Source: an optimization exercise on an open RTL-to-GDS flow (aim: small area, a short achievable clock period and few clock cycles). Production flows keep margins and buffers that such runs may drop. Function was checked by simulation only, so behaviour that the tests miss may differ from the original. Power and IR drop assume default switching activity.

==> flow/design.v, too long to show whole: its modules and the start of the top module <==
// module IP: 12 lines
// module IP_ni: 11 lines
// module pc_1: 12 lines
// module s1_core: 136 lines
// module s1: 4 lines
// module s2_core: 134 lines
// module s2: 4 lines
// module s3_core: 118 lines
// module s3: 4 lines
// module s4_core: 128 lines
// module s4: 4 lines
// module s5_core: 151 lines
// module s5: 4 lines
// module s6_core: 140 lines
// module s6: 4 lines
// module s7_core: 134 lines
// module s7: 4 lines
// module s8_core: 138 lines
// module s8: 4 lines
// module key_get: 17 lines
// module des_f: 16 lines
// module contrl: 33 lines
// module des: 57 lines
module  des(input clk,
            input des_enable,
            input reset,
            input des_mode,
            input [1:64] data_i,
            input [1:64] key_i,
            output wire [1:64] data_o,
            output reg ready_o);
  // ...
==> flow/run.sh <==
#!/bin/bash
# synth_recipe.tcl (not shown) runs the flow's synth.tcl, then flattens the netlist and writes it again
# the make line also repeats each setting of config.mk as NAME=value (left out here)
make -C /OpenROAD-flow-scripts/flow DESIGN_CONFIG=/design/flow/config.mk WORK_HOME=/design/flow/orfs CLKGATE_MAP_FILE= SYNTH_SCRIPT=/design/flow/synth_recipe.tcl finish
==> flow/config.mk <==
export PLATFORM = sky130hd
export DESIGN_NAME = des
export DESIGN_NICKNAME = des
export VERILOG_FILES = /design/flow/design.v
export SDC_FILE = /design/flow/constraint.sdc
export NUM_CORES = 4
export LEC_CHECK = 0
export CAP_MARGIN = 20
export CORE_MARGIN = 2
export CORE_UTILIZATION = 40
export PLACE_DENSITY = 0.6
export SETUP_SLACK_MARGIN = 2.4
export SLEW_MARGIN = 20
==> flow/constraint.sdc <==
create_clock -name core_clock -period 5.0 [get_ports {clk}]
set_input_delay 1.0000 -clock core_clock [delete_from_list [all_inputs] [get_ports {clk}]]
set_output_delay 1.0000 -clock core_clock [all_outputs]
set_load 0.01 [all_outputs]
==> flow_summary.json, run 1 <==
{
  "outcome": "complete, no violations",
  "critical_path_class": "reg2reg",
  "ys.flop_type": "dfxtp_1",
  "reg_top3": "K: 56 flops, A: 48 flops",
  "postPlaceCellArea_mm2": 0.0146,
  "r2r_end": "A[47]$_DFF_P_",
  "cp.arrival_ns": 2.91,
  "syn_area_per_cell_um2": 8.77,
  "yosys.area.top_type": "dfxtp_1",
  "largest_register_ffs": 56,
  "powerSeq_mw": 1.98,
  "maxPowerGroup": "sequential cells",
  "groute.usage.overall": 0.229,
  "seq_cells": 179,
  "io-pin-count": 197,
  "synthToLayoutAreaGrowth_pct": 23.1,
  "critical_path_required_ns": 5.34,
  "pg_clk_mw": 1.29,
  "worst-path-buf-inv": 1,
  "rsz0062_at_grt": "true",
  "critPathMaxFanout": 5,
  "wl_met2_um": 17300,
  "dp_cells": 1931,
  "synth_top_cell_area_share": 0.228,
  "synthCells": 1440,
  "synth-seq-cells": 179,
  "synth.area.mux_share": 0.105
}
Testbench counts, summed over its fixed seeds: cycles 43,200.
==> run 2: changes to the inputs <==
--- a/flow/config.mk
+++ b/flow/config.mk
@@ -11,3 +11,3 @@
 export PLACE_DENSITY = 0.6
-export SETUP_SLACK_MARGIN = 2.4
+export SETUP_SLACK_MARGIN = 2.8
 export SLEW_MARGIN = 20
==> run 2 against run 1 <==
Sequential share of layout area decreased by 1.5 points. Combinational power increased by 31%. Clock power increased by 4%. Hold slack got worse by 0.0018 ns. Setup slack improved by 0.35 ns. Non-clock buffer count increased by 70. Register-to-register slack improved by 0.35 ns. Count of clock-buffer cells in the layout increased by 2. Core utilization increased by 4.4 points. Clock skew increased by 0.0041 ns. Critical path depth decreased by 1. Critical endpoint is now A[16]$_DFF_P_.
==> flow_summary.json, run 2 <==
{
  "yosys_warnings": 2,
  "clk_pin_slew_ns": 0.07,
  "cp.arrival_ns": 2.58,
  "grt_pass1_vias": 11200,
  "cts_root_buf": "clkbuf_16",
  "largest_register_ffs": 56,
  "finalCriticalPeriod_ns": 2.22,
  "num-nets-final": 1818,
  "cp-end-kind": "flop",
  "syn_nets": 1628,
  "yosys.area.top_type": "dfxtp_1",
  "power_density_mw_per_mm2": 307,
  "cap_violations": 0,
  "cp-start-kind": "flop",
  "maxSlewViolCount": 0,
  "rows": 65,
  "synth_top_cell_area_share": 0.228,
  "async_reset_ff_frac": 0.0168,
  "h-tree-depth": 4,
  "drt_pass1_iterations": 5,
  "drt-total-wl_um": 41200,
  "slew-limit-headroom": 0.455,
  "routed_via_density": 5.88,
  "place_congestion": 0.923,
  "final_cell_mix": "clkdlybuf4s50_1, a21oi_1, a22o_1",
  "routedWlPerCell_um": 20.1,
  "cts_max_path_buffers": 2,
  "initial_core_util": 0.403,
  "setup_viol": 0,
  "die_h_um": 182,
  "fillers": 2835,
  "cts_tree": "built",
  "fp.dieArea_mm2": 0.0330,
  "grt_max_degree": 109,
  "antenna_left": 0,
  "core_area_mm2": 0.0313,
  "synth.most_common_cell": "dfxtp_1",
  "grt_overflow": 0,
  "cts_num_sinks": 179,
  "grt_antenna_before_repair": 2,
  "synthTopCellsByArea": "dfxtp_1, a22o_1, edfxtp_1",
  "syn_area_per_cell_um2": 8.77,
  "synth_common_cells": "dfxtp_1, a21oi_1, a22o_1",
  "synth_edf_count": 32,
  "regMostFlops": "K",
  "tns_ns": 0,
  "hold_path.class": "reg2reg",
  "critPathMaxFanout": 3,
  "groute.usage.overall": 0.236,
  "synthToLayoutAreaGrowth_pct": 34.1,
  "synth_area_mm2": 0.0126,
  "drc_errors": 0,
  "power_mw": 5.20,
  "ys_types": 95,
  "critical_path_required_ns": 5.36,
  "io-pin-count": 197,
  "dpl.hpwl_um": 27700,
  "drt_iter0_markers": 987,
  "utilization": 0.541,
  "fmax_ghz": 0.450,
  "ir_drop_mv": 0.246,
  "critical_path_class": "reg2reg",
  "port_buffers": 187,
  "final_common_cell": "clkdlybuf4s50_1",
  "hold_viol_final": 0,
  "tightest_slew_ns": 0.816,
  "numCtsBuffers": 17,
  "reg_top3": "K: 56 flops, A: 48 flops",
  "ys.flop_type": "dfxtp_1",
  "num_vias": 12000,
  "synthCells": 1440,
  "drive_above_1_share": 0.222,
  "fp.dieW_um": 182,
  "outcome": "complete, no violations",
  "insertion_delay_ns": 0.44,
  "grt_pass1_wl_um": 61800,
  "leakagePower_nw": 6.84,
  "seq_area_frac_synth": 0.310,
  "rsz0062_at_grt": "true",
  "synth-seq-cells": 179,
  "clock_skew_ns": 0.0171,
  "period_share": 0.445
}
run 2: cell counts after synthesis:
Identical to the previous run, type by type.
run 2: layout make-up:
cell class | instances | area [um2] | area share
multi-input cells | 1101 | 8970 | 0.529
flip-flops and latches | 179 | 4090 | 0.241
repair buffers | 279 | 2580 | 0.152
well taps | 402 | 503 | 0.0297
clock buffers | 21 | 493 | 0.0291
inverters | 52 | 223 | 0.0131
clock inverters | 11 | 87.6 | 0.00517
diodes | 1 | 2.50 | 0.000148
run 2: power breakdown:
group | switching, mW | internal, mW | leakage, nW
combinational | 0.976 | 0.936 | 5.02
sequential | 0.312 | 1.64 | 1.53
clock | 0.617 | 0.719 | 0.287
run 2: path summary, 6_finish.rpt:
path,depth (start not counted),endpoint,startpoint,slack (ns)
setup / recovery,9,A[16]$_DFF_P_,A[32]$_DFF_P_,2.78
hold / removal,1,contrl1.cnt[0]$_DFF_P_,contrl1.cnt[0]$_DFF_P_,0.50
setup reg to reg,9,A[16]$_DFF_P_,A[32]$_DFF_P_,2.78
hold reg to reg,1,contrl1.cnt[0]$_DFF_P_,contrl1.cnt[0]$_DFF_P_,0.50
max in group asynchronous,1,contrl1.idle$_DFF_PN1_,reset,4.01
min in group asynchronous,1,contrl1.ready_o$_DFF_PN0_,reset,0.76
run 2: layer usage:
layer,GRT usage,vias to the layer above,share of wire
met5,0,-,0
met4,0.0823,0,0.024
met3,0.0363,47,0.064
met2,0.371,505,0.46
met1,0.330,5736,0.45
li1,-,5738,-
run 2: worst max-delay path, stage by stage (launching register included):
cell	delay [ns]
dfxtp_4	0.36
inv_1	0.10
ha_4	0.20
xnor2_2	0.17
o22a_1	0.24
a311oi_2	0.26
o221a_2	0.24
o41ai_2	0.09
xnor2_2	0.30
xor2_1	0.20
run 2: metrics by stage:
step / hold slack (ns) / cells / instance area, um2 / setup WS [ns]
3_5_place_dp: 0.487 / 1929 / 14600 / 2.19
4_1_cts: 0.504 / 2014 / 16200 / 2.59
6_report: 0.499 / 2046 / 16900 / 2.78
3_3_place_gp: 0.475 / 1929 / 14600 / 2.21
2_1_floorplan: 0.450 / 1440 / 12700 / 2.81
5_1_grt: 0.529 / 2045 / 16900 / 2.66
run 2: kinds of logic after synthesis:
group | count (synthesis) | synth area share
and+or+nand+nor | 379 | 0.154
xor gates and xnor gates | 99 | 0.0734
adders and majority gates | 59 | 0.0579
muxes | 128 | 0.105
DFF | 179 | 0.310
buffers and inverters | 160 | 0.0541
AOI/OAI and AO/OA | 436 | 0.245
run 2: timing repair:
item,4_1_cts,5_1_grt
cloned,0,1
pin swaps,36,58
resized for setup,225,109
hold buffers,0,0
endpoints found under the setup margin,147,65
buffers inserted,53,30
==> run 3: changes to the inputs <==
--- a/flow/config.mk
+++ b/flow/config.mk
@@ -11,3 +11,4 @@
 export PLACE_DENSITY = 0.6
-export SETUP_SLACK_MARGIN = 2.8
+export SETUP_SLACK_MARGIN = 3.0
 export SLEW_MARGIN = 20
+export TNS_END_PERCENT = 0
==> run 3 against run 2 <==
Still clean on timing, DRC and antenna. Register-to-register slack got worse by 0.02 ns. Hold slack improved by 0.013 ns. Setup slack got worse by 0.022 ns. Synthesized cell count unchanged. Global-route usage decreased by 0.37 points. First-iteration DRC count increased by 17%. Power decreased by 3.4%. Final cell count decreased by 2.2%. Largest power group unchanged.
==> flow_summary.json, run 3 <==
{
  "outcome": "complete, no violations",
  "clk_pin_slew_ns": 0.08,
  "reg_top3": "K: 56 flops, A: 48 flops",
  "drt_pass1_iterations": 5,
  "period_share": 0.449,
  "cts_root_buf": "clkbuf_16",
  "io-pin-count": 197,
  "cap_violations": 0,
  "fp.dieArea_mm2": 0.0330,
  "yosys.area.top_type": "dfxtp_1",
  "dp_cells": 1930,
  "synth_compound_area_frac": 0.245,
  "drt-total-wl_um": 39500,
  "cts_num_sinks": 179,
  "rsz0062_at_grt": "true",
  "synth_fa_ha_area_frac": 0.0579,
  "num-nets-final": 1773,
  "clkPwrFrac": 0.282,
  "p_int_mw": 3.21,
  "drive_above_1_share": 0.169,
  "yosys_warnings": 2,
  "critical_path_class": "reg2reg",
  "hold_path.class": "reg2reg",
  "num_vias": 11700,
  "finalCriticalPeriod_ns": 2.25,
  "tns_ns": 0,
  "synthToLayoutAreaGrowth_pct": 28.1,
  "core_area_mm2": 0.0313,
  "leakagePower_nw": 6.55,
  "ys.flop_type": "dfxtp_1",
  "utilization": 0.517,
  "routed_via_density": 5.86,
  "place_congestion": 0.916,
  "hold_viol_final": 0,
  "grt_use_met1": 0.326,
  "ir_drop_mv": 0.234,
  "cp-start-kind": "flop",
  "synth_top_family_by_area": "compound AO/OA/AOI/OAI gates",
  "synth_simple_gate_area_frac": 0.154,
  "grt_pass1_vias": 11000,
  "largest_register_ffs": 56,
  "setup_viol": 0,
  "cts_max_path_buffers": 2,
  "final_common_cell": "clkdlybuf4s50_1",
  "grt_pass1_wl_um": 61100,
  "rows": 65,
  "fmax_ghz": 0.445,
  "tightest_slew_ns": 0.669,
  "numCtsBuffers": 17,
  "power_switching_share": 0.362,
  "drc_errors": 0,
  "holdBufCountCts": 0,
  "ys_types": 95,
  "fin_area_mm2": 0.0162,
  "comb_power_share": 0.329,
  "port_buffers": 187,
  "die_h_um": 182,
  "postPlaceCellArea_mm2": 0.0147,
  "cp-end-kind": "flop",
  "routedWlPerCell_um": 19.8,
  "seqPwrFrac": 0.389,
  "antenna_left": 0,
  "synth_area_mm2": 0.0126,
  "regMostFlops": "K",
  "drt_iter0_markers": 1156,
  "cts_tree": "built",
  "synth-seq-cells": 179,
  "synthCells": 1440,
  "critical_path_required_ns": 5.30,
  "grt_max_degree": 83,
  "final_cell_mix": "clkdlybuf4s50_1, a21oi_1, a22o_1",
  "cp.arrival_ns": 2.55,
  "critPathMaxFanout": 13,
  "maxSlewViolCount": 0,
  "use_met3": 0.0341,
  "layoutNonFillerInstCount": 2001,
  "seq_area_frac_synth": 0.310,
  "power_density_mw_per_mm2": 310,
  "slew-limit-headroom": 0.554,
  "power_mw": 5.02,
  "p_sw_mw": 1.82,
  "grt_overflow": 0,
  "fp.dieW_um": 182,
  "dpl.hpwl_um": 27400,
  "insertion_delay_ns": 0.43,
  "synth_edf_count": 32,
  "clock_skew_ns": 0.0112,
  "use_met2": 0.372,
  "syn_area_per_cell_um2": 8.77,
  "initial_core_util": 0.403,
  "grt_antenna_before_repair": 1,
  "syn_nets": 1628,
  "synth.most_common_cell": "dfxtp_1",
  "synthXorXnorAreaFrac": 0.0734,
  "groute.usage.overall": 0.232,
  "h-tree-depth": 4,
  "synth.area.mux_share": 0.105,
  "synth_top_cell_area_share": 0.228,
  "synthTopCellsByArea": "dfxtp_1, a22o_1, edfxtp_1",
  "synth_common_cells": "dfxtp_1, a21oi_1, a22o_1",
  "async_reset_ff_frac": 0.0168,
  "busiest_layer": "met2"
}
-- run 3: cell counts after synthesis --
No cell type changed its count.
-- run 3: cells by family after synthesis --
| logic type | count (synthesis) |
|---|---|
| buf+inv | 160 |
| flops | 179 |
| simple gates | 379 |
| xor+xnor | 99 |
| fa+ha+maj | 59 |
| compound gates | 436 |
| mux | 128 |
-- run 3: stage by stage --
stage	hold WS, ns	setup WS, ns
2_1_floorplan	0.450	2.91
3_3_place_gp	0.479	2.20
3_5_place_dp	0.498	2.18
4_1_cts	0.515	2.77
5_1_grt	0.545	2.66
6_report	0.513	2.75
-- run 3: final cells by class --
cell class / instances / area, um2
Fill cell: 2872 / 15100
Multi-Input combinational cell: 1101 / 8590
Sequential cell: 179 / 4060
Timing Repair Buffer: 234 / 2210
Tap cell: 402 / 503
Clock buffer: 20 / 489
Inverter: 52 / 203
Clock inverter: 12 / 129
Antenna cell: 1 / 2.50
-- run 3: layer usage --
metal / vias up / routed length (um)
met4: 0 / 884
met3: 35 / 2360
met5: - / 0
met1: 5634 / 18300
met2: 415 / 18000
li1: 5651 / -
-- run 3: path summary, 6_finish.rpt --
check,start,endpoint,slack (ns),depth (start not counted)
min in group asynchronous,reset,contrl1.active$_DFF_PN0_,0.74,1
setup / recovery,A[45]$_DFF_P_,A[30]$_DFF_P_,2.75,8
setup reg to reg,A[45]$_DFF_P_,A[30]$_DFF_P_,2.75,8
max in group asynchronous,reset,contrl1.idle$_DFF_PN1_,4.04,1
hold / removal,contrl1.cnt[0]$_DFF_P_,contrl1.cnt[0]$_DFF_P_,0.51,1
hold reg to reg,contrl1.cnt[0]$_DFF_P_,contrl1.cnt[0]$_DFF_P_,0.51,1
-- run 3: worst max-delay path, cell delays in order, from the launching register on --
cell     delay [ns]
dfxtp_2        0.49
mux2_2         0.38
a32oi_2        0.20
and2_4         0.19
nor2_2         0.05
o41ai_4        0.36
xnor2_2        0.11
buf_6          0.15
xor2_2         0.18
-- run 3: power groups by stage --
| stage | clock (mW) | combinational (mW) | sequential, mW |
|---|---|---|---|
| 2_1_floorplan | 0 | 1.22 | 1.78 |
| 3_5_place_dp | 0 | 1.41 | 1.99 |
| 3_3_place_gp | 0 | 1.40 | 1.99 |
| 6_report | 1.42 | 1.65 | 1.96 |
| 5_1_grt | 1.50 | 1.81 | 1.99 |
| 4_1_cts | 1.44 | 1.60 | 1.94 |
-- run 3: timing repair --
item | in CTS | in global routing
pin swaps | 32 | 15
setup endpoints to repair | 214 | 181
buffers inserted | 38 | 0
gates resized for setup | 204 | 23
hold endpoints to repair | 0 | 0
gates cloned | 0 | 0
==> module contrl, before the edit <==
module contrl(input clk,
              input reset,
              input des_enable,
              input des_mode,
              output reg idle,
              output reg active,
              output reg ready_o,
              output reg one_l,
              output reg one_r,
              output reg two_l,
              output reg two_r);
	reg [3:0] cnt;
	wire last = (cnt == 4'd15);
	wire [3:0] cnt_n = active ? cnt + 4'd1 : 4'd0;
	wire one_n = (cnt_n == 4'd0) || (cnt_n == 4'd7) || (cnt_n == 4'd14);
	always @(posedge clk or negedge reset)
		if (reset == 1'b0) begin
			idle <= 1'b1;
			active <= 1'b0;
			ready_o <= 1'b0;
		end else begin
			idle <= idle & ~des_enable;
			active <= idle ? des_enable : (active & ~last);
			ready_o <= ready_o | (active & last);
		end
	always @(posedge clk) begin
		cnt <= cnt_n;
		one_l <= one_n & ~des_mode;
		one_r <= one_n & des_mode;
		two_l <= ~one_n & ~des_mode;
		two_r <= ~one_n & des_mode;
	end
endmodule
==> module des, before the edit <==
module  des(input clk,
            input des_enable,
            input reset,
            input des_mode,
            input [1:64] data_i,
            input [1:64] key_i,
            output wire [1:64] data_o,
            output reg ready_o);
	wire [1:32] L_i_var, R_i_var;
	wire [1:28] C0, D0;
	wire [1:32] f;
	wire [1:56] Key_next;
	reg [1:32] L, R;
	reg [1:48] A;
	reg [1:56] K;
	wire idle, active, one_l, one_r, two_l, two_r;
	IP IP1(.in(data_i), .L_i_var(L_i_var), .R_i_var(R_i_var));
	IP_ni IP_ni(.in({R, L}), .out(data_o));
	pc_1 pc_1(.key_i(key_i), .C0(C0), .D0(D0));
	des_f des_f1(.A(A), .f(f));
	key_get key_get(.K(K), .C0(C0), .D0(D0), .des_mode(des_mode), .idle(idle),
	                .one_l(one_l), .one_r(one_r), .two_l(two_l), .two_r(two_r),
	                .K_next(Key_next));
	wire [1:32] L_sel = idle ? R_i_var : (ready_o ? R : L);
	wire [1:32] g = f & {32{active}};
	wire [1:32] R_next = L_sel ^ g;
	wire [1:48] A_pre = expand(L_sel) ^ pc2(Key_next);
	always @(posedge clk) begin
		R <= R_next;
		A <= A_pre ^ expand(g);
		L <= idle ? L_i_var : (ready_o ? L : R);
		K <= Key_next;
	end
	contrl contrl1(.clk(clk), .reset(reset), .des_enable(des_enable), .des_mode(des_mode),
	               .idle(idle), .active(active), .ready_o(ready_o),
	               .one_l(one_l), .one_r(one_r), .two_l(two_l), .two_r(two_r));
	function [1:48] expand(input [1:32] x);
		expand = {x[32],x[1],x[2],x[3],x[4],x[5],
		          x[4],x[5],x[6],x[7],x[8],x[9],
		          x[8],x[9],x[10],x[11],x[12],x[13],
		          x[12],x[13],x[14],x[15],x[16],x[17],
		          x[16],x[17],x[18],x[19],x[20],x[21],
		          x[20],x[21],x[22],x[23],x[24],x[25],
		          x[24],x[25],x[26],x[27],x[28],x[29],
		          x[28],x[29],x[30],x[31],x[32],x[1]};
	endfunction
	function [1:48] pc2(input [1:56] k);
		pc2 = {k[14],k[17],k[11],k[24],k[1],k[5],
		       k[3],k[28],k[15],k[6],k[21],k[10],
		       k[23],k[19],k[12],k[4],k[26],k[8],
		       k[16],k[7],k[27],k[20],k[13],k[2],
		       k[41],k[52],k[31],k[37],k[47],k[55],
		       k[30],k[40],k[51],k[45],k[33],k[48],
		       k[44],k[49],k[39],k[56],k[34],k[53],
		       k[46],k[42],k[50],k[36],k[29],k[32]};
	endfunction
endmodule
==> run 4: changes to the inputs <==
--- a/flow/design.v
+++ b/flow/design.v
@@ -1184,2 +1184,3 @@
               output reg idle,
+              output reg first,
               output reg active,
@@ -1206,2 +1207,3 @@
 		cnt <= cnt_n;
+		first <= idle;
 		one_l <= one_n & ~des_mode;
@@ -1227,3 +1229,3 @@
 	reg [1:56] K;
-	wire idle, active, one_l, one_r, two_l, two_r;
+	wire idle, first, active, one_l, one_r, two_l, two_r;
 	IP IP1(.in(data_i), .L_i_var(L_i_var), .R_i_var(R_i_var));
@@ -1235,3 +1237,3 @@
 	                .K_next(Key_next));
-	wire [1:32] L_sel = idle ? R_i_var : (ready_o ? R : L);
+	wire [1:32] L_sel = idle ? R_i_var : first ? L_i_var : (ready_o ? R : L);
 	wire [1:32] g = f & {32{active}};
@@ -1242,3 +1244,3 @@
 		A <= A_pre ^ expand(g);
-		L <= idle ? L_i_var : (ready_o ? L : R);
+		if (!ready_o) L <= R;
 		K <= Key_next;
@@ -1246,3 +1248,3 @@
 	contrl contrl1(.clk(clk), .reset(reset), .des_enable(des_enable), .des_mode(des_mode),
-	               .idle(idle), .active(active), .ready_o(ready_o),
+	               .idle(idle), .first(first), .active(active), .ready_o(ready_o),
 	               .one_l(one_l), .one_r(one_r), .two_l(two_l), .two_r(two_r));
--- a/flow/config.mk
+++ b/flow/config.mk
@@ -13,2 +13 @@
 export SLEW_MARGIN = 20
-export TNS_END_PERCENT = 0
==> run 4 against run 3 <==
Still clean on timing, DRC and antenna. Setup slack worse by 0.17 ns. First-iteration DRC count is 16% higher. Sequential share of layout area shrank 1.6 points. Wire length up 13%. Area after synthesis fell by 1.9%. Die area down 1.8%. Largest power group is now combinational logic.
==> flow_summary.json, run 4 <==
{
  "slowest_delay_ns": 0.49,
  "final_cell_mix": "buf_4, clkdlybuf4s50_1, a22o_1",
  "finalCriticalPeriod_ns": 2.41,
  "drt_iter0_markers": 1339,
  "holdPathStages": 0,
  "rows": 64,
  "io-pin-count": 197,
  "dpl.hpwl_um": 27700,
  "die_h_um": 180,
  "rsz0062_at_grt": "true",
  "drt-total-wl_um": 44700,
  "cts_tree": "built",
  "final_common_cell": "buf_4",
  "outcome": "complete, no violations",
  "numCtsBuffers": 17,
  "cp-end-kind": "flop",
  "port_buffers": 187,
  "slowest_stage": "or4_4",
  "setup_viol": 0,
  "cp-start-kind": "flop",
  "power_density_mw_per_mm2": 309,
  "synth.most_common_cell": "dfxtp_1",
  "syn_nets": 1652,
  "groute.usage.overall": 0.253,
  "grt_pass1_vias": 11700,
  "fp.dieArea_mm2": 0.0324,
  "layout_setup_ws_ns": 2.59,
  "antenna-diode-count": 0,
  "drt_pass1_iterations": 6,
  "synth_top_cell_area_share": 0.234,
  "synth_simple_gate_area_frac": 0.156,
  "synthXorXnorAreaFrac": 0.0747,
  "postPlaceCellArea_mm2": 0.0146,
  "fillers": 2639,
  "largest_register_ffs": 56,
  "r2r_end": "A[30]$_DFF_P_",
  "grt_max_degree": 63,
  "synth_top_family_by_area": "compound AO/OA/AOI/OAI gates",
  "holdPathEnd": "L[8]$_DFFE_PN_",
  "yosys.area.top_type": "dfxtp_1",
  "synthCells": 1464,
  "leakagePower_nw": 7.20,
  "yosys_warnings": 2,
  "regMostFlops": "K",
  "tightest_slew_ns": 0.677,
  "synth_edf_count": 32,
  "drc_errors": 0,
  "insertion_delay_ns": 0.43,
  "reg2regPathDepth": 9,
  "clock_skew_ns": 0.0119,
  "critical_path_required_ns": 5.33,
  "grt_overflow": 0,
  "synth_compound_area_frac": 0.256,
  "ir_drop_mv": 0.221,
  "hold_path.startpoint": "R[8]$_DFF_P_",
  "reg_top3": "K: 56 flops, A: 48 flops",
  "period_share": 0.483,
  "grt_pass1_wl_um": 66100,
  "h-tree-depth": 4,
  "utilization": 0.578,
  "crit_chain": "inv_2 > ha_4 > or4_4 > a31oi_1 > nor3_1 > o41ai_4 > xnor2_2 > buf_6 > xor2_2",
  "synth-seq-cells": 180,
  "synth.area.mux_share": 0.0795,
  "drive_above_1_share": 0.323,
  "power_mw": 5.46,
  "routedWlPerCell_um": 21.0,
  "synth_area_mm2": 0.0124,
  "hold_path.class": "reg2reg",
  "cts_num_sinks": 180,
  "cp.arrival_ns": 2.74,
  "worst-path-buf-inv": 2,
  "synth_common_cells": "dfxtp_1, a21oi_1, a22o_1",
  "place_congestion": 0.921,
  "antenna_left": 0,
  "async_reset_ff_frac": 0.0167,
  "r2r_start": "A[43]$_DFF_P_",
  "initial_core_util": 0.405,
  "regToRegSetupSlack_ns": 2.59,
  "synthTopCellsByArea": "dfxtp_1, a22o_1, edfxtp_1",
  "fin_area_mm2": 0.0177,
  "holdBufCountCts": 0,
  "routed_via_density": 5.94,
  "synthToLayoutAreaGrowth_pct": 42.6,
  "fmax_ghz": 0.414,
  "cts_max_path_buffers": 2,
  "num_vias": 12600,
  "critPathMaxFanout": 7,
  "cp_num_cells": 9,
  "ys_types": 83,
  "clk_pin_slew_ns": 0.07,
  "critical_path_class": "reg2reg",
  "slew-limit-headroom": 0.549,
  "synth_fa_ha_area_frac": 0.0581,
  "hold_viol_final": 0,
  "syn_area_per_cell_um2": 8.47,
  "fp.dieW_um": 180,
  "maxSlewViolCount": 0,
  "dp_slack_ns": 2.09,
  "seq_area_frac_synth": 0.318,
  "tns_ns": 0,
  "grt_antenna_before_repair": 1,
  "ys.flop_type": "dfxtp_1",
  "cap_violations": 0,
  "path_delay_family": "simple AND/OR/NAND/NOR gates",
  "core_area_mm2": 0.0306,
  "num-nets-final": 1907,
  "cts_root_buf": "clkbuf_16"
}
[run 4: changes by cell type after synthesis, sizes merged, moves of 8 or more]
cell / previous run / this run
xnor2: 47 / 61
o21ai: 62 / 88
xor2: 52 / 43
a21oi: 124 / 134
buf: 62 / 54
clkbuf: 46 / 61
mux2: 37 / 9
nand2: 72 / 87
[run 4: per-stage QoR]
step / hold WS, ns / cells
2_1_floorplan: 0.394 / 1464
3_3_place_gp: 0.445 / 1945
3_5_place_dp: 0.453 / 1945
4_1_cts: 0.445 / 2067
5_1_grt: 0.451 / 2128
6_report: 0.443 / 2128
[run 4: report_power, final]
part / internal (mW) / leakage, nW / switching (mW) / total, mW
clock: 0.664 / 0.261 / 0.595 / 1.26
combinational: 1.11 / 5.40 / 1.14 / 2.25
sequential: 1.65 / 1.54 / 0.308 / 1.95
total: 3.42 / 7.20 / 2.04 / 5.46
[run 4: kinds of logic after synthesis]
kind of cell    after synthesis
buf+inv                     171
mux                          97
fa+ha+maj                    58
flops                       180
xor+xnor                    104
compound gates              468
simple gates                386
[run 4: repair_timing]
action / 4_1_cts / 5_1_grt
setup buffers: 90 / 60
cloned: 0 / 1
endpoints found under the setup margin: 203 / 110
gates resized for setup: 524 / 157
pin swaps: 83 / 80
[run 4: routing by layer]
metal	part of all wire	track usage	wire length, um	up-vias
met5	0	0	0	-
met4	0.024	0.0655	1070	0
met3	0.071	0.0437	3150	65
met2	0.46	0.407	20800	593
met1	0.44	0.351	19700	6077
li1	-	-	-	5909
[run 4: layout make-up]
type	instances	area (um2)	share of cell area
sequential	180	4150	0.235
inverter	56	283	0.0160
clock inverter	11	77.6	0.00439
multi-input combinational	1113	9150	0.518
tap	396	495	0.0280
clock buffer	21	460	0.0260
timing repair buffer	351	3060	0.173
[run 4: worst max-delay path by stage]
stage | from | endpoint
finish | A[43]$_DFF_P_ | A[30]$_DFF_P_
global route | A[44]$_DFF_P_ | A[30]$_DFF_P_
CTS | A[43]$_DFF_P_ | A[30]$_DFF_P_
detailed placement | data_i[8] | A[1]$_DFF_P_
global placement | A[35]$_DFF_P_ | A[7]$_DFF_P_
floorplan | A[44]$_DFF_P_ | A[30]$_DFF_P_
Testbench counts of run 4, summed over its fixed seeds: cycles 43,200.
==> run 5: changes to the inputs <==
--- a/flow/config.mk
+++ b/flow/config.mk
@@ -11,3 +11,3 @@
 export PLACE_DENSITY = 0.6
-export SETUP_SLACK_MARGIN = 3.0
+export SETUP_SLACK_MARGIN = 2.8
 export SLEW_MARGIN = 20
==> run 5 against run 4 <==
Still clean on timing, DRC and antenna. Count of clock-buffer cells in the layout up 5. Clock skew up 0.00085 ns. First-iteration DRC count down 13%. Sequential share of layout area up 0.88 points. Critical endpoint is now A[6]$_DFF_P_. Flip-flop and latch count unchanged. Global-route usage down 1.4 points. Core utilization down 2.8 points. Synthesized cell count unchanged. Cell area down 4.8%. Area after synthesis unchanged. Clock power up 6%. Combinational power down 12%.
==> flow_summary.json, run 5 <==
{
  "drive_above_1_share": 0.199,
  "synth_common_cells": "dfxtp_1, a21oi_1, a22o_1",
  "dr_wl_met3_um": 2550,
  "hold_path.class": "reg2reg",
  "cts_num_sinks": 180,
  "cp.arrival_ns": 2.66,
  "layout_setup_ws_ns": 2.65,
  "finalCriticalPeriod_ns": 2.35,
  "layoutNonFillerInstCount": 2065,
  "routed_via_density": 5.86,
  "antenna-diode-count": 0,
  "critical_path_class": "reg2reg",
  "cp-end-kind": "flop",
  "critical_path_required_ns": 5.31,
  "dpl.hpwl_um": 27900,
  "groute.usage.overall": 0.238,
  "critPathMaxFanout": 3,
  "period_share": 0.470,
  "fmax_ghz": 0.426,
  "holdBufCountCts": 0,
  "routedWlPerCell_um": 20.2,
  "io-pin-count": 197,
  "dp_cells": 1944,
  "leakagePower_nw": 6.88,
  "numCtsBuffers": 17,
  "final_cell_mix": "a21oi_1, clkdlybuf4s50_1, a22o_1",
  "num_vias": 12100,
  "synthToLayoutAreaGrowth_pct": 35.7,
  "reg_top3": "K: 56 flops, A: 48 flops",
  "drt_iter0_markers": 1168,
  "maxSlewViolCount": 0,
  "insertion_delay_ns": 0.43,
  "die_h_um": 180,
  "synthTopCellsByArea": "dfxtp_1, a22o_1, edfxtp_1",
  "ys.flop_type": "dfxtp_1",
  "h-tree-depth": 4,
  "clk_pin_slew_ns": 0.07,
  "slew-limit-headroom": 0.558,
  "hold_viol_final": 0,
  "grt_antenna_before_repair": 0,
  "yosys.area.top_type": "dfxtp_1",
  "clock_skew_ns": 0.0127,
  "ir_drop_mv": 0.247,
  "syn_nets": 1652,
  "setup_viol": 0,
  "port_buffers": 187,
  "fp.dieArea_mm2": 0.0324,
  "tns_ns": 0,
  "async_reset_ff_frac": 0.0167,
  "wl_met2_um": 19200,
  "antenna_left": 0,
  "num-nets-final": 1845,
  "place_congestion": 0.915,
  "fillers": 2765,
  "drt-total-wl_um": 41600,
  "synth-seq-cells": 180,
  "holdWs_ns": 0.451,
  "seq_area_frac_synth": 0.318,
  "grt_pass1_wl_um": 61800,
  "grt_pass1_vias": 10900,
  "fp.dieW_um": 180,
  "final_common_cell": "a21oi_1",
  "routed.top_layer": "met4",
  "synth.most_common_cell": "dfxtp_1",
  "grt_max_degree": 63,
  "drt_pass1_iterations": 8,
  "cts_root_buf": "clkbuf_16",
  "rows": 64,
  "cts_max_path_buffers": 2,
  "core_area_mm2": 0.0306,
  "initial_core_util": 0.405,
  "syn_area_per_cell_um2": 8.47,
  "tightest_slew_ns": 0.663,
  "rsz0062_at_grt": "true",
  "dp_slack_ns": 1.90,
  "synth_top_cell_area_share": 0.234,
  "regMostFlops": "K",
  "synth_area_mm2": 0.0124,
  "drc_errors": 0,
  "cp-start-kind": "flop",
  "cts_tree": "built",
  "synth_edf_count": 32,
  "outcome": "complete, no violations",
  "yosys_warnings": 2,
  "synthCells": 1464,
  "ys_types": 83,
  "drt-met1-wl_um": 18800,
  "power_density_mw_per_mm2": 314,
  "cap_violations": 0,
  "largest_register_ffs": 56,
  "grt_overflow": 0
}
## run 5: timing repair
action                     4_1_cts  5_1_grt
resized for setup              260       92
setup endpoints to repair      151       58
buffers inserted                51       38
gates cloned                     1        0
pin swaps                       50       40
## run 5: worst paths after layout
path,start,to,slack [ns],cells past startpoint
hold reg to reg,R[6]$_DFF_P_,L[6]$_DFFE_PN_,0.45,0
hold / removal,R[6]$_DFF_P_,L[6]$_DFFE_PN_,0.45,0
max in group asynchronous,reset,contrl1.idle$_DFF_PN1_,4.04,1
setup reg to reg,A[48]$_DFF_P_,A[6]$_DFF_P_,2.65,10
setup / recovery,A[48]$_DFF_P_,A[6]$_DFF_P_,2.65,10
min in group asynchronous,reset,contrl1.ready_o$_DFF_PN0_,0.74,1
## run 5: final cells by class
cell class              count  area (um2)  area share
clock buffers              26         551      0.0327
clock inverters             5        38.8     0.00231
inverters                  56         251      0.0149
multi-input cells        1113        8710       0.517
flip-flops and latches    180        4100       0.244
well taps                 396         495      0.0294
repair buffers            289        2680       0.159
## run 5: kinds of logic (layout without fill, tap and decap cells)
logic type / Yosys count / after routing / synth area share
compound gates: 468 / 468 / 0.256
simple gates: 386 / 386 / 0.156
flops: 180 / 180 / 0.318
buf+inv: 171 / 376 / 0.0572
xor+xnor: 104 / 104 / 0.0747
mux: 97 / 97 / 0.0795
fa+ha+maj: 58 / 58 / 0.0581
## run 5: metrics by stage
stage,area [um2],total power [mW],utilization
floorplan,12400,3.00,-
global placement,14400,3.40,0.470
detailed placement,14400,3.40,0.470
CTS,16100,5.01,0.527
global route,16800,5.57,0.550
finish,16800,5.28,0.550
## run 5: power by group
part,leakage [nW],internal (mW),switching [mW]
clock network,0.278,0.759,0.577
logic,5.06,0.983,1.01
registers,1.54,1.65,0.307
## run 5: worst max-delay path: stages, from the launching register on
cell,delay [ns]
dfxtp_4,0.38
inv_6,0.04
ha_4,0.28
nor2_4,0.04
and3_4,0.16
a311oi_4,0.30
buf_4,0.17
nand4_1,0.31
xnor2_2,0.25
buf_4,0.16
xor2_1,0.13
## run 5: per-layer routing
metal / vias to the layer above / global-route usage
met2: 504 / 0.380
li1: 5785 / -
met4: 0 / 0.0710
met3: 66 / 0.0350
met1: 5737 / 0.335
met5: - / 0
==> run 6: changes to the inputs <==
--- a/flow/config.mk
+++ b/flow/config.mk
@@ -9,4 +9,4 @@
 export CORE_MARGIN = 2
-export CORE_UTILIZATION = 40
-export PLACE_DENSITY = 0.6
+export CORE_UTILIZATION = 50
+export PLACE_DENSITY = 0.65
 export SETUP_SLACK_MARGIN = 2.8
==> run 6 against run 5 <==
Critical path type unchanged. Global-route usage grew 6.0 points. Combinational power is essentially flat. Still clean. Core utilization rose by 14 points. Hold slack improved by 0.0024 ns. Power down 0.68%. Via count is essentially flat. Setup slack better by 0.054 ns. Non-clock buffer count decreased by 5.
==> flow_summary.json, run 6 <==
{
  "fp.dieW_um": 161,
  "fin_area_mm2": 0.0167,
  "reg_top3": "K: 56 flops, A: 48 flops",
  "regMostFlops": "K",
  "setup_viol": 0,
  "fp.dieArea_mm2": 0.0261,
  "p_sw_mw": 1.92,
  "power_switching_share": 0.367,
  "hold_path.startpoint": "R[4]$_DFF_P_",
  "critical_path_class": "reg2reg",
  "drc_errors": 0,
  "num-nets-final": 1840,
  "synth_common_cells": "dfxtp_1, a21oi_1, a22o_1",
  "async_reset_ff_frac": 0.0167,
  "grt_antenna_before_repair": 2,
  "cap_violations": 0,
  "drt_pass1_iterations": 7,
  "ir_drop_mv": 0.259,
  "grt_overflow": 0,
  "routed_via_density": 6.07,
  "r2r_end": "A[32]$_DFF_P_",
  "critPathMaxFanout": 7,
  "cts_max_path_buffers": 2,
  "initial_core_util": 0.510,
  "rsz0062_at_grt": "true",
  "layout_setup_ws_ns": 2.70,
  "comb_power_share": 0.385,
  "postPlaceCellArea_mm2": 0.0143,
  "syn_nets": 1652,
  "finalCriticalPeriod_ns": 2.30,
  "cts_num_sinks": 180,
  "critical_path_required_ns": 5.33,
  "synthCells": 1464,
  "clock_skew_ns": 0.0133,
  "worst-path-buf-inv": 1,
  "seqPwrFrac": 0.368,
  "power_density_mw_per_mm2": 313,
  "numCtsBuffers": 17,
  "clkPwrFrac": 0.247,
  "port_buffers": 187,
  "rows": 57,
  "holdPathStages": 0,
  "hold_path.class": "reg2reg",
  "ys_types": 83,
  "holdBufCountCts": 0,
  "slowest_stage": "or4_4",
  "routedWlPerCell_um": 20.6,
  "synthToLayoutAreaGrowth_pct": 35.0,
  "cp-start-kind": "flop",
  "cts_tree": "built",
  "yosys.area.top_type": "dfxtp_1",
  "critPathLaunch": "A[43]$_DFF_P_",
  "insertion_delay_ns": 0.44,
  "power_mw": 5.24,
  "grt_pass1_vias": 11200,
  "drt_iter0_markers": 1112,
  "core_area_mm2": 0.0243,
  "final_common_cell": "a21oi_1",
  "dpl.hpwl_um": 26600,
  "synth.most_common_cell": "dfxtp_1",
  "cp-end-kind": "flop",
  "seq_area_frac_synth": 0.318,
  "reg2regPathDepth": 8,
  "largest_register_ffs": 56,
  "slew-limit-headroom": 0.553,
  "antenna_left": 0,
  "regToRegSetupSlack_ns": 2.70,
  "final_cell_mix": "a21oi_1, clkdlybuf4s50_1, a22o_1",
  "synth_top_cell_area_share": 0.234,
  "crit_chain": "inv_4 > ha_4 > or4_4 > a31oi_1 > nor3_1 > o41ai_2 > xnor2_2 > xor2_1",
  "synth_edf_count": 32,
  "syn_area_per_cell_um2": 8.47,
  "r2r_start": "A[43]$_DFF_P_",
  "p_int_mw": 3.32,
  "h-tree-depth": 4,
  "outcome": "complete, no violations",
  "clk_pin_slew_ns": 0.07,
  "synth-seq-cells": 180,
  "utilization": 0.688,
  "slowest_delay_ns": 0.48,
  "drt-total-wl_um": 41000,
  "yosys_warnings": 2,
  "synth_area_mm2": 0.0124,
  "fillers": 2056,
  "drive_above_1_share": 0.200,
  "io-pin-count": 197,
  "synthTopCellsByArea": "dfxtp_1, a22o_1, edfxtp_1",
  "hold_viol_final": 0,
  "grt_max_degree": 66,
  "leakagePower_nw": 6.88,
  "grt_pass1_wl_um": 61800,
  "maxSlewViolCount": 0,
  "period_share": 0.459,
  "path_delay_family": "simple AND/OR/NAND/NOR gates",
  "groute.usage.overall": 0.298,
  "num_vias": 12100,
  "cts_root_buf": "clkbuf_16",
  "tightest_slew_ns": 0.670,
  "fmax_ghz": 0.436,
  "place_congestion": 0.947,
  "dp_slack_ns": 1.95,
  "cp.arrival_ns": 2.63,
  "ys.flop_type": "dfxtp_1",
  "tns_ns": 0,
  "die_h_um": 161,
  "holdPathEnd": "L[4]$_DFFE_PN_"
}
## run 6: power groups by stage
stage,combinational [mW],clock (mW),sequential [mW]
2_1_floorplan,1.23,0,1.77
3_3_place_gp,1.42,0,1.98
3_5_place_dp,1.42,0,1.98
4_1_cts,1.73,1.32,1.93
5_1_grt,2.18,1.38,1.95
6_report,2.02,1.30,1.93
## run 6: how the worst max path moves through the flow
stage,endpoint,slack (ns),depth (start not counted)
after detailed placement,A[41]$_DFF_P_,1.95,9
after global placement,A[7]$_DFF_P_,1.97,8
after global routing,A[3]$_DFF_P_,2.66,10
after CTS,A[32]$_DFF_P_,2.76,8
after floorplan,K[18]$_DFF_P_,2.75,5
final,A[32]$_DFF_P_,2.70,8
## run 6: cell families after synthesis
logic type	after synthesis	share of synthesized area
and+or+nand+nor	386	0.156
adders and majority gates	58	0.0581
DFF	180	0.318
xor gates and xnor gates	104	0.0747
AOI/OAI and AO/OA	468	0.256
buffers and inverters	171	0.0572
muxes	97	0.0795
## run 6: timing repair
item,in CTS,in global routing
setup endpoints to repair,173,52
pin swaps,54,61
gates cloned,1,0
gates resized for setup,258,118
setup buffers,54,31
## run 6: layout make-up
cell class | count | area, um2 | area share
tap | 324 | 405 | 0.0242
inverter | 56 | 262 | 0.0156
timing repair buffer | 284 | 2680 | 0.160
clock inverter | 11 | 87.6 | 0.00523
multi-input combinational | 1113 | 8710 | 0.520
sequential | 180 | 4110 | 0.246
antenna | 2 | 5.00 | 0.000299
clock buffer | 21 | 472 | 0.0282
## run 6: through the flow
| stage | hold WS (ns) | cells |
|---|---|---|
| 6_report | 0.453 | 1991 |
| 5_1_grt | 0.473 | 1989 |
| 4_1_cts | 0.457 | 1958 |
| 3_5_place_dp | 0.447 | 1871 |
| 3_3_place_gp | 0.441 | 1871 |
| 2_1_floorplan | 0.394 | 1464 |
## run 6: routing by layer
layer / track usage / up-vias / part of all wire
met4: 0.0889 / 0 / 0.020
met1: 0.416 / 5759 / 0.44
met2: 0.477 / 487 / 0.47
li1: - / 5785 / -
met3: 0.0460 / 58 / 0.066
met5: 0 / - / 0
==> run 7: changes to the inputs <==
--- a/flow/config.mk
+++ b/flow/config.mk
@@ -9,5 +9,6 @@
 export CORE_MARGIN = 2
-export CORE_UTILIZATION = 50
-export PLACE_DENSITY = 0.65
-export SETUP_SLACK_MARGIN = 2.8
+export CORE_UTILIZATION = 40
+export PLACE_DENSITY = 0.6
+export SETUP_SLACK_MARGIN = 3.0
 export SLEW_MARGIN = 20
+export TNS_END_PERCENT = 0
==> run 7 against run 6 <==
Global-route usage down 6.0 points. Count of clock-buffer cells in the layout down 4. Critical path type unchanged. Hold slack better by 0.0011 ns. Critical path depth up 2. Wire length down 3.1%. Via count down 2.2%. Critical endpoint is now A[16]$_DFF_P_.
==> flow_summary.json, run 7 <==
{
  "outcome": "complete, no violations",
  "cap_violations": 0,
  "drt_iter0_markers": 1146,
  "rows": 64,
  "period_share": 0.479,
  "numCtsBuffers": 17,
  "cp-end-kind": "flop",
  "io-pin-count": 197,
  "setup_viol": 0,
  "insertion_delay_ns": 0.44,
  "regMostFlops": "K",
  "place_congestion": 0.918,
  "yosys.area.top_type": "dfxtp_1",
  "tightest_slew_ns": 0.917,
  "synth.most_common_cell": "dfxtp_1",
  "maxSlewViolCount": 0,
  "fp.dieW_um": 180,
  "path_delay_family": "compound AO/OA/AOI/OAI gates",
  "tns_ns": 0,
  "rsz0062_at_grt": "true",
  "leakagePower_nw": 6.37,
  "hold_viol_final": 0,
  "ir_drop_mv": 0.235,
  "synth_common_cells": "dfxtp_1, a21oi_1, a22o_1",
  "holdPathStages": 0,
  "cts_num_sinks": 180,
  "fin_area_mm2": 0.0156,
  "critical_path_required_ns": 5.30,
  "cts_max_path_buffers": 2,
  "dpl.hpwl_um": 28300,
  "cts_tree": "built",
  "synth-seq-cells": 180,
  "holdPathEnd": "L[18]$_DFFE_PN_",
  "ys.flop_type": "dfxtp_1",
  "hold_path.class": "reg2reg",
  "hold_path.startpoint": "R[18]$_DFF_P_",
  "grt_max_degree": 63,
  "cp-start-kind": "flop",
  "synth_top_cell_area_share": 0.234,
  "antenna_left": 0,
  "initial_core_util": 0.405,
  "die_h_um": 180,
  "cts_root_buf": "clkbuf_16",
  "ys_types": 83,
  "reg_top3": "K: 56 flops, A: 48 flops",
  "synthToLayoutAreaGrowth_pct": 26.1,
  "cp.arrival_ns": 2.70,
  "core_area_mm2": 0.0306,
  "reg2regPathDepth": 10,
  "syn_area_per_cell_um2": 8.47,
  "r2r_end": "A[16]$_DFF_P_",
  "slowest_delay_ns": 0.38,
  "seq_area_frac_synth": 0.318,
  "drive_above_1_share": 0.124,
  "num-nets-final": 1785,
  "synth_area_mm2": 0.0124,
  "slew-limit-headroom": 0.389,
  "drt_pass1_iterations": 7,
  "syn_nets": 1652,
  "grt_overflow": 0,
  "r2r_start": "A[33]$_DFF_P_",
  "power_mw": 4.91,
  "routedWlPerCell_um": 19.8,
  "holdWs_ns": 0.455,
  "yosys_warnings": 2,
  "path_common_cell": "xnor2_2",
  "grt_pass1_vias": 10900,
  "grt_pass1_wl_um": 61700,
  "h-tree-depth": 4,
  "layout_setup_ws_ns": 2.61,
  "clk_pin_slew_ns": 0.08,
  "grt_antenna_before_repair": 0,
  "holdBufCountCts": 0,
  "worst-path-buf-inv": 2,
  "synthTopCellsByArea": "dfxtp_1, a22o_1, edfxtp_1",
  "async_reset_ff_frac": 0.0167,
  "final_common_cell": "a21oi_1",
  "fp.dieArea_mm2": 0.0324,
  "finalCriticalPeriod_ns": 2.39,
  "power_density_mw_per_mm2": 314,
  "synth_edf_count": 32,
  "drt-total-wl_um": 39700,
  "crit_chain": "inv_1 > ha_1 > xnor2_2 > a2111oi_0 > a311oi_1 > nand3_1 > a311o_1 > xnor2_2 > buf_4 > xor2_1",
  "routed_via_density": 5.89,
  "dp_slack_ns": 1.88,
  "groute.usage.overall": 0.238,
  "port_buffers": 187,
  "drc_errors": 0,
  "regToRegSetupSlack_ns": 2.61,
  "postPlaceCellArea_mm2": 0.0145,
  "fmax_ghz": 0.418,
  "critical_path_class": "reg2reg",
  "fillers": 2952,
  "final_cell_mix": "a21oi_1, clkdlybuf4s50_1, a22o_1",
  "clock_skew_ns": 0.0150,
  "critPathMaxFanout": 5,
  "num_vias": 11800,
  "synthCells": 1464,
  "slowest_stage": "a311o_1",
  "largest_register_ffs": 56
}
[run 7: area by class of cell]
class,instances,area [um2],area share
clock inverter,15,159,0.0102
tap,396,495,0.0317
sequential,180,4050,0.259
inverter,56,228,0.0146
multi-input combinational,1113,8130,0.520
clock buffer,17,425,0.0272
timing repair buffer,229,2140,0.137
antenna,1,2.50,0.000160
[run 7: through the flow]
step	util	cells
after floorplan	-	1464
after detailed placement	0.473	1944
after global routing	0.511	2006
after global placement	0.473	1944
after CTS	0.510	2005
final	0.511	2007
[run 7: kinds of logic (layout without fill, tap and decap cells)]
family	after synthesis	count (layout)	share of synthesized area
AO/OA/AOI/OAI	468	468	0.256
AND/OR/NAND/NOR	386	386	0.156
flip-flops	180	180	0.318
buffers and inverters	171	317	0.0572
XOR/XNOR	104	104	0.0747
multiplexers	97	97	0.0795
adder cells (fa/ha/maj)	58	58	0.0581
other	0	1	0
[run 7: metal layers]
| layer | wire, um | GRT usage | vias to the layer above |
|---|---|---|---|
| li1 | - | - | 5674 |
| met1 | 18700 | 0.351 | 5599 |
| met2 | 17200 | 0.356 | 495 |
| met3 | 2650 | 0.0323 | 51 |
| met4 | 1110 | 0.0784 | 0 |
| met5 | 0 | 0 | - |
[run 7: how the worst max path moves through the flow]
stage	from	to	slack, ns	cells past startpoint
after floorplan	A[44]$_DFF_P_	A[30]$_DFF_P_	2.91	8
final	A[33]$_DFF_P_	A[16]$_DFF_P_	2.61	10
after global placement	A[12]$_DFF_P_	A[3]$_DFF_P_	1.92	9
after CTS	A[44]$_DFF_P_	A[30]$_DFF_P_	2.67	9
after global routing	A[43]$_DFF_P_	A[30]$_DFF_P_	2.49	8
after detailed placement	A[12]$_DFF_P_	A[3]$_DFF_P_	1.88	9
[run 7: report_power, final]
| group | switching, mW | total, mW | internal, mW |
|---|---|---|---|
| Clock | 0.675 | 1.35 | 0.670 |
| Sequential | 0.328 | 1.97 | 1.64 |
| Combinational | 0.824 | 1.60 | 0.778 |
[run 7: repair_timing]
item | CTS | global route
setup buffers | 29 | 1
pin swaps | 28 | 2
hold endpoints to repair | 0 | 0
resized for setup | 169 | 4
endpoints found under the setup margin | 198 | 198
==> run 8: changes to the inputs <==
--- a/flow/design.v
+++ b/flow/design.v
@@ -1226,3 +1226,4 @@
 	wire [1:56] Key_next;
-	reg [1:32] L, R;
+	reg [1:32] L;
+	wire [1:32] R = unexpand(A ^ pc2(K));
 	reg [1:48] A;
@@ -1239,6 +1240,4 @@
 	wire [1:32] g = f & {32{active}};
-	wire [1:32] R_next = L_sel ^ g;
 	wire [1:48] A_pre = expand(L_sel) ^ pc2(Key_next);
 	always @(posedge clk) begin
-		R <= R_next;
 		A <= A_pre ^ expand(g);
@@ -1260,2 +1259,5 @@
 	endfunction
+	function [1:32] unexpand(input [1:48] x);
+		unexpand = {x[2],x[3],x[4],x[5],x[6],x[9],x[10],x[11],x[12],x[15],x[16],x[17],x[18],x[21],x[22],x[23],x[24],x[27],x[28],x[29],x[30],x[33],x[34],x[35],x[36],x[39],x[40],x[41],x[42],x[45],x[46],x[1]};
+	endfunction
 	function [1:48] pc2(input [1:56] k);
--- a/flow/config.mk
+++ b/flow/config.mk
@@ -11,4 +11,3 @@
 export PLACE_DENSITY = 0.6
-export SETUP_SLACK_MARGIN = 3.0
+export SETUP_SLACK_MARGIN = 2.8
 export SLEW_MARGIN = 20
-export TNS_END_PERCENT = 0
==> run 8 against run 7 <==
Still clean on timing, DRC and antenna. Area after synthesis increased by 0.44%. Via count increased by 13%. Final cell count increased by 9.0%. Die area increased by 0.43%. Cell area increased by 16%. Count of clock-buffer cells in the layout increased by 2. Wire length increased by 24%. Power increased by 130%. Combinational power increased to 4.8 times the previous value. Sequential power increased by 22%. Largest power group is now combinational logic.
==> flow_summary.json, run 8 <==
{
  "final_cell_mix": "buf_4, a21oi_1, clkdlybuf4s50_1",
  "dp_slack_ns": 1.95,
  "fp.dieW_um": 180,
  "maxSlewViolCount": 0,
  "drt_pass1_iterations": 6,
  "drc_errors": 0,
  "ys.flop_type": "dfxtp_1",
  "synth-seq-cells": 148,
  "num-nets-final": 1966,
  "yosys_warnings": 2,
  "critPathMaxFanout": 4,
  "largest_register_ffs": 56,
  "grt_pass1_vias": 12400,
  "place_congestion": 0.901,
  "reg_top3": "K: 56 flops, A: 48 flops, L: 32 flops",
  "rows": 64,
  "critical_path_required_ns": 5.34,
  "antenna_left": 0,
  "hold_path.class": "reg2reg",
  "async_reset_ff_frac": 0.0203,
  "seq_area_frac_synth": 0.265,
  "fp.dieArea_mm2": 0.0326,
  "synthTopCellsByArea": "dfxtp_1, edfxtp_1, a22o_1",
  "final_common_cell": "buf_4",
  "fillers": 2623,
  "clock_skew_ns": 0.0108,
  "layout_setup_ws_ns": 2.71,
  "grt_pass1_wl_um": 73000,
  "critical_path_class": "reg2reg",
  "grt_max_degree": 77,
  "io-pin-count": 197,
  "groute.usage.overall": 0.285,
  "drt-total-wl_um": 49100,
  "core_area_mm2": 0.0306,
  "slowest_stage": "or4_4",
  "drive_above_1_share": 0.278,
  "cp-start-kind": "flop",
  "leakagePower_nw": 7.02,
  "routedWlPerCell_um": 22.5,
  "cp-end-kind": "flop",
  "routed_via_density": 6.10,
  "setup_viol": 0,
  "tns_ns": 0,
  "slew-limit-headroom": 0.629,
  "dp_cells": 1999,
  "h-tree-depth": 4,
  "tightest_slew_ns": 0.556,
  "outcome": "complete, no violations",
  "cts_num_sinks": 148,
  "synth_top_cell_area_share": 0.182,
  "cts_max_path_buffers": 2,
  "power_density_mw_per_mm2": 625,
  "rsz0062_at_grt": "true",
  "dpl.hpwl_um": 31700,
  "initial_core_util": 0.407,
  "synth_area_mm2": 0.0125,
  "synthCells": 1528,
  "insertion_delay_ns": 0.43,
  "ir_drop_mv": 0.258,
  "antenna-diode-count": 0,
  "holdWs_ns": 0.475,
  "finalCriticalPeriod_ns": 2.29,
  "cp.arrival_ns": 2.63,
  "crit_chain": "clkinvlp_4 > ha_4 > nor2_2 > a221oi_2 > a31oi_2 > or4_4 > a31oi_4 > xor2_2",
  "port_buffers": 187,
  "grt_antenna_before_repair": 0,
  "cap_violations": 0,
  "syn_nets": 1716,
  "ys_types": 79,
  "die_h_um": 180,
  "register_area_mm2": 0.00361,
  "hold_viol_final": 0,
  "slowest_delay_ns": 0.56,
  "layoutNonFillerInstCount": 2187,
  "holdBufCountCts": 0,
  "synth_common_cells": "a21oi_1, nor2_1, dfxtp_1",
  "syn_area_per_cell_um2": 8.15,
  "fmax_ghz": 0.436,
  "yosys.area.top_type": "dfxtp_1",
  "synth_edf_count": 32,
  "numCtsBuffers": 17,
  "drt_iter0_markers": 1436,
  "num_vias": 13300,
  "grt_overflow": 0,
  "regMostFlops": "K",
  "multi_input_area_mm2": 0.00993,
  "cts_root_buf": "clkbuf_16",
  "period_share": 0.458,
  "synthToLayoutAreaGrowth_pct": 46.1,
  "cts_tree": "built",
  "utilization": 0.595,
  "synth.most_common_cell": "a21oi_1",
  "clk_pin_slew_ns": 0.07
}
-- run 8: per-stage QoR --
stage          cell area, um2  total power [mW]
6_report                18200              11.4
3_3_place_gp            14400              7.40
3_5_place_dp            14400              7.43
4_1_cts                 17200              10.3
2_1_floorplan           12500              5.89
5_1_grt                 18200              12.0
-- run 8: final timing paths --
| check | from | endpoint | slack, ns | depth (start not counted) |
|---|---|---|---|---|
| max in group asynchronous | reset | contrl1.idle$_DFF_PN1_ | 4.04 | 1 |
| hold reg to reg | contrl1.cnt[0]$_DFF_P_ | contrl1.cnt[0]$_DFF_P_ | 0.48 | 1 |
| setup reg to reg | A[48]$_DFF_P_ | A[32]$_DFF_P_ | 2.71 | 8 |
| setup / recovery | A[48]$_DFF_P_ | A[32]$_DFF_P_ | 2.71 | 8 |
| min in group asynchronous | reset | contrl1.active$_DFF_PN0_ | 0.74 | 1 |
| hold / removal | contrl1.cnt[0]$_DFF_P_ | contrl1.cnt[0]$_DFF_P_ | 0.48 | 1 |
-- run 8: area by class of cell --
cell class / instances / share of cell area
multi-input cells: 1204 / 0.546
flip-flops and latches: 148 / 0.198
repair buffers: 356 / 0.182
well taps: 396 / 0.0272
clock buffers: 19 / 0.0249
inverters: 51 / 0.0131
clock inverters: 13 / 0.00860
-- run 8: kinds of logic after synthesis --
family | share of synthesized area
AOI/OAI and AO/OA | 0.278
xor gates and xnor gates | 0.101
adders and majority gates | 0.0579
buffers and inverters | 0.0579
DFF | 0.265
muxes | 0.0544
and+or+nand+nor | 0.186
-- run 8: what timing repair did --
item / in CTS / in global routing
hold endpoints to repair: 0 / 0
endpoints found under the setup margin: 137 / 61
pin swaps: 66 / 53
setup buffers: 104 / 51
gates cloned: 1 / 0
resized for setup: 496 / 115
-- run 8: critical path: cells and delay by family (launching register included) --
family	cells	cell delay (ns)
simple gates	2	0.60
compound gates	3	0.59
flops	1	0.37
fa+ha+maj	1	0.30
xor+xnor	1	0.21
buf+inv	1	0.11
-- run 8: routing by layer --
layer	part of all wire	wire length, um	global-route usage
met4	0.038	1870	0.110
met3	0.073	3560	0.0546
met2	0.46	22400	0.447
met5	0	0	0
met1	0.43	21300	0.388
-- run 8: power by group --
part           switching, mW  internal (mW)
combinational           3.95           3.68
sequential             0.683           1.71
clock                  0.538          0.810
Testbench counts of run 8, summed over its fixed seeds: cycles 43,200.
==> run 9: changes to the inputs <==
--- a/flow/design.v
+++ b/flow/design.v
@@ -1184,3 +1184,2 @@
               output reg idle,
-              output reg first,
               output reg active,
@@ -1207,3 +1206,2 @@
 		cnt <= cnt_n;
-		first <= idle;
 		one_l <= one_n & ~des_mode;
@@ -1226,7 +1224,6 @@
 	wire [1:56] Key_next;
-	reg [1:32] L;
-	wire [1:32] R = unexpand(A ^ pc2(K));
+	reg [1:32] L, R;
 	reg [1:48] A;
 	reg [1:56] K;
-	wire idle, first, active, one_l, one_r, two_l, two_r;
+	wire idle, active, one_l, one_r, two_l, two_r;
 	IP IP1(.in(data_i), .L_i_var(L_i_var), .R_i_var(R_i_var));
@@ -1238,8 +1235,10 @@
 	                .K_next(Key_next));
-	wire [1:32] L_sel = idle ? R_i_var : first ? L_i_var : (ready_o ? R : L);
+	wire [1:32] L_sel = idle ? R_i_var : (ready_o ? R : L);
 	wire [1:32] g = f & {32{active}};
+	wire [1:32] R_next = L_sel ^ g;
 	wire [1:48] A_pre = expand(L_sel) ^ pc2(Key_next);
 	always @(posedge clk) begin
+		R <= R_next;
 		A <= A_pre ^ expand(g);
-		if (!ready_o) L <= R;
+		L <= idle ? L_i_var : (ready_o ? L : R);
 		K <= Key_next;
@@ -1247,3 +1246,3 @@
 	contrl contrl1(.clk(clk), .reset(reset), .des_enable(des_enable), .des_mode(des_mode),
-	               .idle(idle), .first(first), .active(active), .ready_o(ready_o),
+	               .idle(idle), .active(active), .ready_o(ready_o),
 	               .one_l(one_l), .one_r(one_r), .two_l(two_l), .two_r(two_r));
@@ -1259,5 +1258,2 @@
 	endfunction
-	function [1:32] unexpand(input [1:48] x);
-		unexpand = {x[2],x[3],x[4],x[5],x[6],x[9],x[10],x[11],x[12],x[15],x[16],x[17],x[18],x[21],x[22],x[23],x[24],x[27],x[28],x[29],x[30],x[33],x[34],x[35],x[36],x[39],x[40],x[41],x[42],x[45],x[46],x[1]};
-	endfunction
 	function [1:48] pc2(input [1:56] k);
==> flow/flow/run.sh (new file) <==
#!/bin/bash
# The standard layout, with the port buffers that the standard flow puts on
# every input and output made as sky130_fd_sc_hd__buf_1 cells (plain buffers)
# instead of the delay buffers buffer_ports picks by default.
set -euo pipefail
echo 'export BUFFER_PORTS_ARGS = -buffer_cell sky130_fd_sc_hd__buf_1' >> config.mk
bash standard.sh > standard.log 2>&1
==> flow/standard.sh (new file) <==
#!/bin/bash
# synth_recipe.tcl (not shown) runs the flow's synth.tcl, then flattens the netlist and writes it again
# the make line also repeats each setting of config.mk as NAME=value (left out here)
make -C /OpenROAD-flow-scripts/flow DESIGN_CONFIG=/design/flow/config.mk WORK_HOME=/design/flow/orfs CLKGATE_MAP_FILE= SYNTH_SCRIPT=/design/flow/synth_recipe.tcl "${@:-finish}"
--- a/flow/config.mk
+++ b/flow/config.mk
@@ -11,3 +11,5 @@
 export PLACE_DENSITY = 0.6
-export SETUP_SLACK_MARGIN = 2.8
+export SETUP_SLACK_MARGIN = 3.0
 export SLEW_MARGIN = 20
+export TNS_END_PERCENT = 0
+export BUFFER_PORTS_ARGS = -buffer_cell sky130_fd_sc_hd__buf_1
removed: flow/run.sh
==> run 9 against run 8 <==
Area after synthesis increased by 1.4%. Flip-flop and latch count increased by 31. Still clean. Clock power about the same. Sequential share of layout area increased by 7.1 points. Combinational power decreased by about 80%. Clock skew increased by 0.0044 ns. Highest routed layer unchanged.
==> flow_summary.json, run 9 <==
{
  "initial_core_util": 0.403,
  "final_common_cell": "buf_1",
  "clk_pin_slew_ns": 0.07,
  "period_share": 0.465,
  "hold_path.class": "in2async",
  "critPathMaxFanout": 11,
  "postPlaceCellArea_mm2": 0.0135,
  "seq_area_frac_synth": 0.310,
  "cp-end-kind": "flop",
  "hold_viol_final": 0,
  "dpl.hpwl_um": 27300,
  "synth_top_cell_area_share": 0.228,
  "drt_pass1_iterations": 5,
  "async_reset_ff_frac": 0.0168,
  "path_delay_family": "flip-flops",
  "synth_common_cells": "dfxtp_1, a21oi_1, a22o_1",
  "drt-total-wl_um": 39000,
  "drive_above_1_share": 0.161,
  "synth_area_mm2": 0.0126,
  "largest_register_ffs": 56,
  "register_area_mm2": 0.00404,
  "outcome": "complete, no violations",
  "antenna-diode-count": 0,
  "fmax_ghz": 0.430,
  "cp_num_cells": 9,
  "grt_antenna_before_repair": 0,
  "drt_iter0_markers": 1147,
  "setup_viol": 0,
  "slowest_delay_ns": 0.46,
  "cts_root_buf": "clkbuf_16",
  "regMostFlops": "K",
  "critPathLaunch": "A[14]$_DFF_P_",
  "worst-path-buf-inv": 2,
  "core_area_mm2": 0.0313,
  "fp.dieArea_mm2": 0.0330,
  "die_h_um": 182,
  "yosys_warnings": 2,
  "syn_nets": 1628,
  "numCtsBuffers": 17,
  "synthCells": 1440,
  "synth-seq-cells": 179,
  "grt_pass1_wl_um": 60900,
  "cts_max_path_buffers": 2,
  "antenna_left": 0,
  "multi_input_area_mm2": 0.00853,
  "regToRegSetupSlack_ns": 2.67,
  "insertion_delay_ns": 0.45,
  "synthTopCellsByArea": "dfxtp_1, a22o_1, edfxtp_1",
  "rsz0062_at_grt": "true",
  "reg2regPathDepth": 9,
  "power_mw": 4.87,
  "grt_pass1_vias": 10900,
  "num_vias": 11600,
  "ys.flop_type": "dfxtp_1",
  "synth.most_common_cell": "dfxtp_1",
  "drc_errors": 0,
  "cap_violations": 0,
  "ir_drop_mv": 0.258,
  "cts_tree": "built",
  "port_buffers": 187,
  "routed_via_density": 5.81,
  "rows": 65,
  "grt_overflow": 0,
  "maxSlewViolCount": 0,
  "io-pin-count": 197,
  "cp-start-kind": "flop",
  "fillers": 3013,
  "r2r_start": "A[14]$_DFF_P_",
  "h-tree-depth": 4,
  "ys_types": 95,
  "leakagePower_nw": 5.94,
  "slew-limit-headroom": 0.590,
  "num-nets-final": 1773,
  "critical_path_required_ns": 5.31,
  "synthToLayoutAreaGrowth_pct": 18.8,
  "final_cell_mix": "buf_1, a21oi_1, a22o_1",
  "synth_edf_count": 32,
  "cp.arrival_ns": 2.63,
  "crit_chain": "inv_1 > ha_4 > and3b_2 > nor2_1 > a311oi_2 > o21ai_2 > xor2_2 > buf_4 > xor2_1",
  "tns_ns": 0,
  "syn_area_per_cell_um2": 8.77,
  "slowest_stage": "dfxtp_2",
  "fin_area_mm2": 0.0150,
  "finalCriticalPeriod_ns": 2.33,
  "tightest_slew_ns": 0.614,
  "clock_skew_ns": 0.0152,
  "fp.dieW_um": 182,
  "critical_path_class": "reg2reg",
  "grt_max_degree": 73,
  "yosys.area.top_type": "dfxtp_1",
  "place_congestion": 0.900,
  "groute.usage.overall": 0.233,
  "reg_top3": "K: 56 flops, A: 48 flops",
  "power_density_mw_per_mm2": 324,
  "routedWlPerCell_um": 19.5,
  "cts_num_sinks": 179
}
==> run 9: changes by cell type after synthesis, sizes merged, moves of 24 or more <==
cell / previous run / this run
dfxtp: 113 / 144
a22oi: 32 / 2
nor2: 121 / 77
xor2: 76 / 52
nor2b: 49 / 25
a22o: 88 / 113
mux2: 5 / 37
mux2i: 62 / 91
==> run 9: worst paths after layout <==
path | end
max in group asynchronous | contrl1.idle$_DFF_PN1_
max reg2reg | A[9]$_DFF_P_
min reg2reg | contrl1.cnt[0]$_DFF_P_
max | A[9]$_DFF_P_
min in group core_clock | contrl1.cnt[0]$_DFF_P_
min | contrl1.active$_DFF_PN0_
==> run 9: layer usage <==
layer	track usage	vias to the layer above	wire length [um]
met4	0.0702	0	895
met2	0.369	406	17700
met5	0	-	0
met3	0.0299	46	2080
li1	-	5635	-
met1	0.332	5540	18300
==> run 9: area by class of cell <==
type	count	share of cell area
clock inverter	11	0.00667
clock buffer	21	0.0328
multi-input combinational	1101	0.568
tap	402	0.0335
inverter	52	0.0135
timing repair buffer	234	0.0755
sequential	179	0.269
==> run 9: per-stage QoR <==
step | cells | worst slack, ns | hold slack, ns | util
global placement | 1932 | 2.09 | 0.481 | 0.432
floorplan | 1440 | 2.91 | 0.450 | -
finish | 2000 | 2.67 | 0.360 | 0.479
CTS | 1997 | 2.72 | 0.344 | 0.478
detailed placement | 1932 | 2.05 | 0.492 | 0.432
global route | 2000 | 2.58 | 0.369 | 0.479
==> run 9: what timing repair did <==
| action | in CTS | in global routing |
|---|---|---|
| endpoints found under the hold margin | 0 | 0 |
| buffers inserted | 33 | 3 |
| resized for setup | 131 | 9 |
| pin swaps | 31 | 9 |
| hold buffers | 0 | 0 |
| endpoints found under the setup margin | 168 | 157 |
==> run 9: report_power, final <==
part	total [mW]	internal, mW	leakage [nW]	switching, mW
registers	1.97	1.63	1.53	0.332
logic	1.54	0.717	4.12	0.825
clock network	1.36	0.729	0.295	0.631
total	4.87	3.08	5.94	1.79
==> run 9: cell families after synthesis <==
family | count (synthesis) | share of synthesized area
AO/OA/AOI/OAI | 436 | 0.245
AND/OR/NAND/NOR | 379 | 0.154
flip-flops | 179 | 0.310
buffers and inverters | 160 | 0.0541
multiplexers | 128 | 0.105
XOR/XNOR | 99 | 0.0734
adder cells (fa/ha/maj) | 59 | 0.0579
Testbench counts of run 9, summed over its fixed seeds: cycles 43,200.

what the ideal ports hide:
The flow's constraints put no driver on any port. The routed layouts listed below were extracted and timed again, unchanged, in two steps.
Step 1 assumes that a clkbuf_16 drives the clock port and a buf_2 every other input.
Step 2, shift: input delay + t, output delay - t, t = (earliest + latest rising clock arrival at the registers) / 2. This alone moves slack from input paths to output paths.
Slacks: no drivers / after step 1 / after step 2; pairs: no drivers / after step 1.
run	t, ns	slack for setup (ns)
run 1	0.485	2.430 / 2.430 / 2.083
run 2	0.477	2.776 / 2.776 / 2.342
run 3	0.479	2.755 / 2.755 / 2.327
run 4	0.475	2.586 / 2.586 / 2.484
run 5	0.475	2.650 / 2.650 / 2.390
run 6	0.478	2.705 / 2.705 / 2.422
run 7	0.484	2.606 / 2.606 / 2.209
run 8	0.475	2.708 / 2.679 / 2.328
run 9	0.488	2.674 / 2.674 / 2.469
After both steps every run listed still meets setup and hold.
